Background: an optimization exercise with open tools, aiming at small area. Do not read the settings as production practice.
The RTL was checked by simulation tests, not by an equivalence proof against the original design.
Power and IR drop assume default switching activity.

job 3945:
## main
module main(
    input wire clk,
    input wire rst,
    input wire btnC,
    input wire btnL,
    input wire btnR,
    output wire [6:0] seg,
    output wire [3:0] an_on,
    output wire [2:0] vgaRed,
    output wire [2:0] vgaGreen,
    output wire [1:0] vgaBlue,
    output wire Hsync,
    output wire Vsync
);
clock: 7.0 ns
lec_check: 0
cap_margin: 20
core_margin: 2
core_utilization: 40
slew_margin: 20
run.sh (not shown) runs the stock make flow with config.mk's settings and CLKGATE_MAP_FILE= SYNTH_SCRIPT=/design/flow/synth_recipe.tcl, a recipe that flattens the netlist after the stock synthesis.
Job 3945: full flow OK, the timing, DRC and antenna checks passed
Edits applied to the flow inputs when going from job 3945 to job 2480:
Settings: CTS_CLUSTER_DIAMETER: unset -> 200; ABC_AREA: unset -> 1; CTS_BUF_LIST: unset -> sky130_fd_sc_hd__clkbuf_4; CTS_CLUSTER_SIZE: unset -> 40.
Findings:
NOTE: fraction of layout cells with a size suffix above 1 in job 2480 falls short of that of job 3945. Job 2480 — sequential fraction of total cell area 1.6 points higher, job 3945 as reference. Compared with job 3945, job 2480 shows a number of ordinary and repair buffers in the finished layout that is 8.0% lower. Wire length the detailed router placed on met1 of job 2480 is on par with job 3945. Job 2480 vs. job 3945: final critical path time including I/O delays and setup lower; cell count after synthesis higher. Comparing job 3945 with job 2480, the utilization came out essentially unchanged.

========
Another version of the RTL of main (not shown whole).
For scale: roughly 26 I/O pins, about 3000 um2 of cells after synthesis.
export LEC_CHECK = 0
export ABC_AREA = 1
export CAP_MARGIN = 0
export CORE_MARGIN = 2
export CORE_UTILIZATION = 40
export CTS_BUF_LIST = sky130_fd_sc_hd__clkbuf_4
export CTS_CLUSTER_DIAMETER = 200
export CTS_CLUSTER_SIZE = 40
export SLEW_MARGIN = 0
create_clock -name core_clock -period 7.0 [get_ports {clk}]
standard.sh (not shown) runs the stock make flow with config.mk's settings and CLKGATE_MAP_FILE= SYNTH_SCRIPT=/design/flow/synth_recipe.tcl, a recipe that flattens the netlist after the stock synthesis.
==> flow/flow/run.sh <==
#!/bin/bash
# Own layout flow: the standard synthesis, then its combinational logic
# re-mapped by ABC with a stronger area script (registers untouched: same
# instances, names and cells), then the standard ORFS flow from floorplan on,
# with the smallest buffer on the ports and a smaller clock tree.
# Each tool's output goes to a log file of its own in the work folder.
set -euo pipefail
W=$(pwd)
F=$W/flow
YOSYS=$(command -v yosys || echo "$FLOW_HOME/../tools/install/yosys/bin/yosys")
R=$W/orfs/results/$FLOW_PLATFORM/main/base
LIB=$FLOW_HOME/platforms/$FLOW_PLATFORM/lib/sky130_fd_sc_hd__tt_025C_1v80.lib
SEEDS=${RESYN_SEEDS:-"1 2 3 4 5 6 7 8 9 10 11 12 13 14 15 16 17 18 19 20 21 22 23 24 25 26 27 28 29 30 31 32"}

# 1. standard synthesis
bash standard.sh synth > $W/1_synth_standard.log 2>&1
cp $R/1_2_yosys.v $W/standard_synth.v

# 2. re-map the combinational logic, with several seeds of ABC's &deepsyn,
#    four at a time, and keep the smallest result
SEQ=$(grep -o 'sky130_fd_sc_hd__[a-z0-9_]*' $W/standard_synth.v | sort -u | grep -E '__(dfxtp|dfrtp|dfstp|dfbbp|dfrbp|dfsbp|dfxbp|edfxtp|edfxbp|sdf|dlx|dlr|sedf|dfrtn)' | tr '\n' ' ')
printf 'set_driving_cell sky130_fd_sc_hd__buf_1\nset_load 5\n' > $W/abc.constr
for s in $SEEDS; do
  sed -e "s#@SEED@#$s#" $F/area.abc > $W/area_$s.abc
  sed -e "s#@LIB@#$LIB#g" -e "s#@IN@#$W/standard_synth.v#" -e "s#@OUT@#$W/resyn_$s.v#g" \
      -e "s#@SCRIPT@#$W/area_$s.abc#" -e "s#@CONSTR@#$W/abc.constr#" -e "s#@SEQ@#$SEQ#g" \
      $F/resyn.ys > $W/resyn_$s.ys
done
printf '%s\n' $SEEDS | xargs -P 4 -I{} sh -c "$YOSYS -s $W/resyn_{}.ys > $W/2_resyn_yosys_{}.log 2>&1 || true"
best=""; best_area=""
for s in $SEEDS; do
  [[ -f $W/resyn_$s.v.stat ]] || continue
  a=$(awk '/Chip area for module/ {print $NF}' $W/resyn_$s.v.stat)
  echo "seed $s area $a" >> $W/2_resyn_areas.log
  if [[ -z "$best" ]] || awk "BEGIN{exit !($a < $best_area)}"; then best=$s; best_area=$a; fi
done
echo "best seed $best area $best_area" >> $W/2_resyn_areas.log
cp $W/resyn_$best.v $W/resyn.v
# every register of the standard synthesis must be there, unchanged
grep -E '^\s*sky130_fd_sc_hd__\S+ \S+' $W/standard_synth.v | grep -E "$(echo $SEQ | tr ' ' '|')" | sort > $W/regs_standard.txt
grep -E '^\s*sky130_fd_sc_hd__\S+ \S+' $W/resyn.v | grep -E "$(echo $SEQ | tr ' ' '|')" | sort > $W/regs_resyn.txt
cmp $W/regs_standard.txt $W/regs_resyn.txt

# 3. the standard flow from floorplan on, on the re-mapped netlist
cp $W/resyn.v $R/1_2_yosys.v
rm -f $R/1_synth.odb $R/1_synth.sdc
bash standard.sh \
    "BUFFER_PORTS_ARGS=-buffer_cell sky130_fd_sc_hd__buf_1" \
    "CTS_ARGS=-sink_clustering_enable -repair_clock_nets -buf_list sky130_fd_sc_hd__clkbuf_4 -sink_clustering_size 60 -sink_clustering_max_diameter 500 -dont_use_dummy_load" \
    finish > $W/3_layout_standard.log 2>&1
==> flow/flow/area.abc <==
strash
&get -n
&deepsyn -T 60 -S @SEED@
&put
strash
&get -n
&dch -f
&nf -R 1000
&put
topo
Other scripts of this flow, unchanged in this note and not shown: flow/flow/resyn.ys
Edit:
==> flow/flow/run.sh (replaced) <==
#!/bin/bash
# Own layout flow: the standard synthesis, then its combinational logic
# re-mapped by ABC with a stronger area script (registers untouched: same
# instances, names and cells), then the standard ORFS flow from floorplan on,
# with the smallest buffer on the ports and a smaller clock tree.
# Each tool's output goes to a log file of its own in the work folder.
set -euo pipefail
W=$(pwd)
F=$W/flow
YOSYS=$(command -v yosys || echo "$FLOW_HOME/../tools/install/yosys/bin/yosys")
R=$W/orfs/results/$FLOW_PLATFORM/main/base
LIB=$FLOW_HOME/platforms/$FLOW_PLATFORM/lib/sky130_fd_sc_hd__tt_025C_1v80.lib

# 1. standard synthesis
bash standard.sh synth > $W/1_synth_standard.log 2>&1
cp $R/1_2_yosys.v $W/standard_synth.v

# 2. re-map the combinational logic
SEQ=$(grep -o 'sky130_fd_sc_hd__[a-z0-9_]*' $W/standard_synth.v | sort -u | grep -E '__(dfxtp|dfrtp|dfstp|dfbbp|dfrbp|dfsbp|dfxbp|edfxtp|edfxbp|sdf|dlx|dlr|sedf|dfrtn)' | tr '\n' ' ')
printf 'set_driving_cell sky130_fd_sc_hd__buf_1\nset_load 5\n' > $W/abc.constr
sed -e "s#@LIB@#$LIB#g" -e "s#@IN@#$W/standard_synth.v#" -e "s#@OUT@#$W/resyn.v#g" \
    -e "s#@SCRIPT@#$F/area.abc#" -e "s#@CONSTR@#$W/abc.constr#" -e "s#@SEQ@#$SEQ#g" \
    $F/resyn.ys > $W/resyn.ys
$YOSYS -s $W/resyn.ys > $W/2_resyn_yosys.log 2>&1
# every register of the standard synthesis must be there, unchanged
grep -E '^\s*sky130_fd_sc_hd__\S+ \S+' $W/standard_synth.v | grep -E "$(echo $SEQ | tr ' ' '|')" | sort > $W/regs_standard.txt
grep -E '^\s*sky130_fd_sc_hd__\S+ \S+' $W/resyn.v | grep -E "$(echo $SEQ | tr ' ' '|')" | sort > $W/regs_resyn.txt
cmp $W/regs_standard.txt $W/regs_resyn.txt

# 3. the standard flow from floorplan on, on the re-mapped netlist
cp $W/resyn.v $R/1_2_yosys.v
rm -f $R/1_synth.odb $R/1_synth.sdc
bash standard.sh \
    "BUFFER_PORTS_ARGS=-buffer_cell sky130_fd_sc_hd__buf_1" \
    "CTS_ARGS=-sink_clustering_enable -repair_clock_nets -buf_list {sky130_fd_sc_hd__clkbuf_2 sky130_fd_sc_hd__clkbuf_4 sky130_fd_sc_hd__clkbuf_8} -sink_clustering_size 20 -sink_clustering_max_diameter 100 -dont_use_dummy_load" \
    finish > $W/3_layout_standard.log 2>&1
==> flow/flow/area.abc (replaced) <==
strash
&get -n
&deepsyn -T 60
&put
strash
&get -n
&dch -f
&nf -R 1000
&put
topo
- CAP_MARGIN: 0 -> 20
- SLEW_MARGIN: 0 -> 20
Effect:
- The changed run produced a clean layout
- clock power goes up by well over a third
- wire length goes up by a few percent
- via count goes up slightly
- setup slack gets better by 0.056 ns
- final cell count goes up slightly
- total power goes up by roughly a tenth
- fmax goes up slightly
- global-route usage goes up by 0.80 points
Edit:
--- a/flow/flow/run.sh
+++ b/flow/flow/run.sh
@@ -11,4 +11,5 @@
 R=$W/orfs/results/$FLOW_PLATFORM/main/base
 LIB=$FLOW_HOME/platforms/$FLOW_PLATFORM/lib/sky130_fd_sc_hd__tt_025C_1v80.lib
+SEEDS=${RESYN_SEEDS:-"1 2 3 4 5 6 7 8"}
 
 # 1. standard synthesis
@@ -16,11 +17,24 @@
 cp $R/1_2_yosys.v $W/standard_synth.v
 
-# 2. re-map the combinational logic
+# 2. re-map the combinational logic, with several seeds of ABC's &deepsyn,
+#    four at a time, and keep the smallest result
 SEQ=$(grep -o 'sky130_fd_sc_hd__[a-z0-9_]*' $W/standard_synth.v | sort -u | grep -E '__(dfxtp|dfrtp|dfstp|dfbbp|dfrbp|dfsbp|dfxbp|edfxtp|edfxbp|sdf|dlx|dlr|sedf|dfrtn)' | tr '\n' ' ')
 printf 'set_driving_cell sky130_fd_sc_hd__buf_1\nset_load 5\n' > $W/abc.constr
-sed -e "s#@LIB@#$LIB#g" -e "s#@IN@#$W/standard_synth.v#" -e "s#@OUT@#$W/resyn.v#g" \
-    -e "s#@SCRIPT@#$F/area.abc#" -e "s#@CONSTR@#$W/abc.constr#" -e "s#@SEQ@#$SEQ#g" \
-    $F/resyn.ys > $W/resyn.ys
-$YOSYS -s $W/resyn.ys > $W/2_resyn_yosys.log 2>&1
+for s in $SEEDS; do
+  sed -e "s#@SEED@#$s#" $F/area.abc > $W/area_$s.abc
+  sed -e "s#@LIB@#$LIB#g" -e "s#@IN@#$W/standard_synth.v#" -e "s#@OUT@#$W/resyn_$s.v#g" \
+      -e "s#@SCRIPT@#$W/area_$s.abc#" -e "s#@CONSTR@#$W/abc.constr#" -e "s#@SEQ@#$SEQ#g" \
+      $F/resyn.ys > $W/resyn_$s.ys
+done
+printf '%s\n' $SEEDS | xargs -P 4 -I{} sh -c "$YOSYS -s $W/resyn_{}.ys > $W/2_resyn_yosys_{}.log 2>&1 || true"
+best=""; best_area=""
+for s in $SEEDS; do
+  [[ -f $W/resyn_$s.v.stat ]] || continue
+  a=$(awk '/Chip area for module/ {print $NF}' $W/resyn_$s.v.stat)
+  echo "seed $s area $a" >> $W/2_resyn_areas.log
+  if [[ -z "$best" ]] || awk "BEGIN{exit !($a < $best_area)}"; then best=$s; best_area=$a; fi
+done
+echo "best seed $best area $best_area" >> $W/2_resyn_areas.log
+cp $W/resyn_$best.v $W/resyn.v
 # every register of the standard synthesis must be there, unchanged
 grep -E '^\s*sky130_fd_sc_hd__\S+ \S+' $W/standard_synth.v | grep -E "$(echo $SEQ | tr ' ' '|')" | sort > $W/regs_standard.txt
@@ -33,4 +47,4 @@
 bash standard.sh \
     "BUFFER_PORTS_ARGS=-buffer_cell sky130_fd_sc_hd__buf_1" \
-    "CTS_ARGS=-sink_clustering_enable -repair_clock_nets -buf_list {sky130_fd_sc_hd__clkbuf_2 sky130_fd_sc_hd__clkbuf_4 sky130_fd_sc_hd__clkbuf_8} -sink_clustering_size 20 -sink_clustering_max_diameter 100 -dont_use_dummy_load" \
+    "CTS_ARGS=-sink_clustering_enable -repair_clock_nets -buf_list sky130_fd_sc_hd__clkbuf_4 -sink_clustering_size 60 -sink_clustering_max_diameter 500 -dont_use_dummy_load" \
     finish > $W/3_layout_standard.log 2>&1
==> flow/flow/area.abc (replaced) <==
strash
&get -n
&deepsyn -T 60 -S @SEED@
&put
strash
&get -n
&dch -f
&nf -R 1000
&put
topo
Critical path depth goes up by 2.
Wire length went down by 2.9%.
Flip-flop and latch count is unchanged.
Sequential share of layout area is higher by 1.1 points.
Total power shrinks by 10%.
Utilization drops by 1.1 points.
Fmax came out lower by 4.9%.
Via count drops by 4.0%.
Edit:
==> flow/flow/run.sh (replaced) <==
#!/bin/bash
# Own layout flow: the standard synthesis, then its combinational logic
# re-mapped by ABC with a stronger area script (registers untouched: same
# instances, names and cells), then the standard ORFS flow from floorplan on.
# Each tool's output goes to a log file of its own in the work folder.
set -euo pipefail
W=$(pwd)
F=$W/flow
YOSYS=$(command -v yosys || echo "$FLOW_HOME/../tools/install/yosys/bin/yosys")
R=$W/orfs/results/$FLOW_PLATFORM/main/base
LIB=$FLOW_HOME/platforms/$FLOW_PLATFORM/lib/sky130_fd_sc_hd__tt_025C_1v80.lib

# 1. standard synthesis
bash standard.sh synth > $W/1_synth_standard.log 2>&1
cp $R/1_2_yosys.v $W/standard_synth.v

# 2. re-map the combinational logic
SEQ=$(grep -o 'sky130_fd_sc_hd__[a-z0-9_]*' $W/standard_synth.v | sort -u | grep -E '__(dfxtp|dfrtp|dfstp|dfbbp|dfrbp|dfsbp|dfxbp|edfxtp|edfxbp|sdf|dlx|dlr|sedf|dfrtn)' | tr '\n' ' ')
printf 'set_driving_cell sky130_fd_sc_hd__buf_1\nset_load 5\n' > $W/abc.constr
sed -e "s#@LIB@#$LIB#g" -e "s#@IN@#$W/standard_synth.v#" -e "s#@OUT@#$W/resyn.v#g" \
    -e "s#@SCRIPT@#$F/area.abc#" -e "s#@CONSTR@#$W/abc.constr#" -e "s#@SEQ@#$SEQ#g" \
    $F/resyn.ys > $W/resyn.ys
$YOSYS -s $W/resyn.ys > $W/2_resyn_yosys.log 2>&1
# every register of the standard synthesis must be there, unchanged
grep -E '^\s*sky130_fd_sc_hd__\S+ \S+' $W/standard_synth.v | grep -E "$(echo $SEQ | tr ' ' '|')" | sort > $W/regs_standard.txt
grep -E '^\s*sky130_fd_sc_hd__\S+ \S+' $W/resyn.v | grep -E "$(echo $SEQ | tr ' ' '|')" | sort > $W/regs_resyn.txt
cmp $W/regs_standard.txt $W/regs_resyn.txt

# 3. the standard flow from floorplan on, on the re-mapped netlist
cp $W/resyn.v $R/1_2_yosys.v
rm -f $R/1_synth.odb $R/1_synth.sdc
bash standard.sh finish > $W/3_layout_standard.log 2>&1
==> flow/flow/area.abc (replaced) <==
strash
&get -n
&deepsyn -T 60
&put
strash
&get -n
&dch -f
&nf -R 1000
&put
topo
What happened:
- via count goes up by 4.0%
- clock skew goes down by 0.023 ns
- total power goes up by 7.2%
- first-iteration DRC count goes down by 14%
- clock-buffer cell count goes up by 4

## separate check: timing with driven ports
How much do the figures lean on ideal ports? The routed layouts below were timed once more, with nothing changed but the port constraints.
Step 1: set_driving_cell puts a clkbuf_16 on clk and a buf_2 on each other input, an assumption about the parent block.
Step 2 times the ports against the registers' clock, not the clock port: input delays grow and output delays shrink by t, the midpoint of the rising clock arrivals with the driver on.
a / b / c = ideal ports / drivers / drivers and shift; a / b = the first two.
| run | t (ns) | setup WS [ns] | slew at the worst register clock pin (ns) |
|---|---|---|---|
| job 3945 | 0.366 | 2.669 / 2.639 / 3.005 | 0.07 / 0.07 |
| job 2480 | 0.404 | 3.021 / 2.992 / 3.396 | 0.10 / 0.10 |
| the first run of note 2 | 0.418 | 3.159 / 3.130 / 3.548 | 0.09 / 0.09 |
| the second run of note 2 | 0.366 | 3.215 / 3.183 / 3.549 | 0.07 / 0.07 |
| the third run of note 2 | 0.406 | 3.021 / 2.994 / 3.400 | 0.11 / 0.11 |
| the fourth run of note 2 | 0.421 | 2.652 / 2.623 / 3.044 | 0.10 / 0.10 |
After both steps every run listed still meets setup and hold.
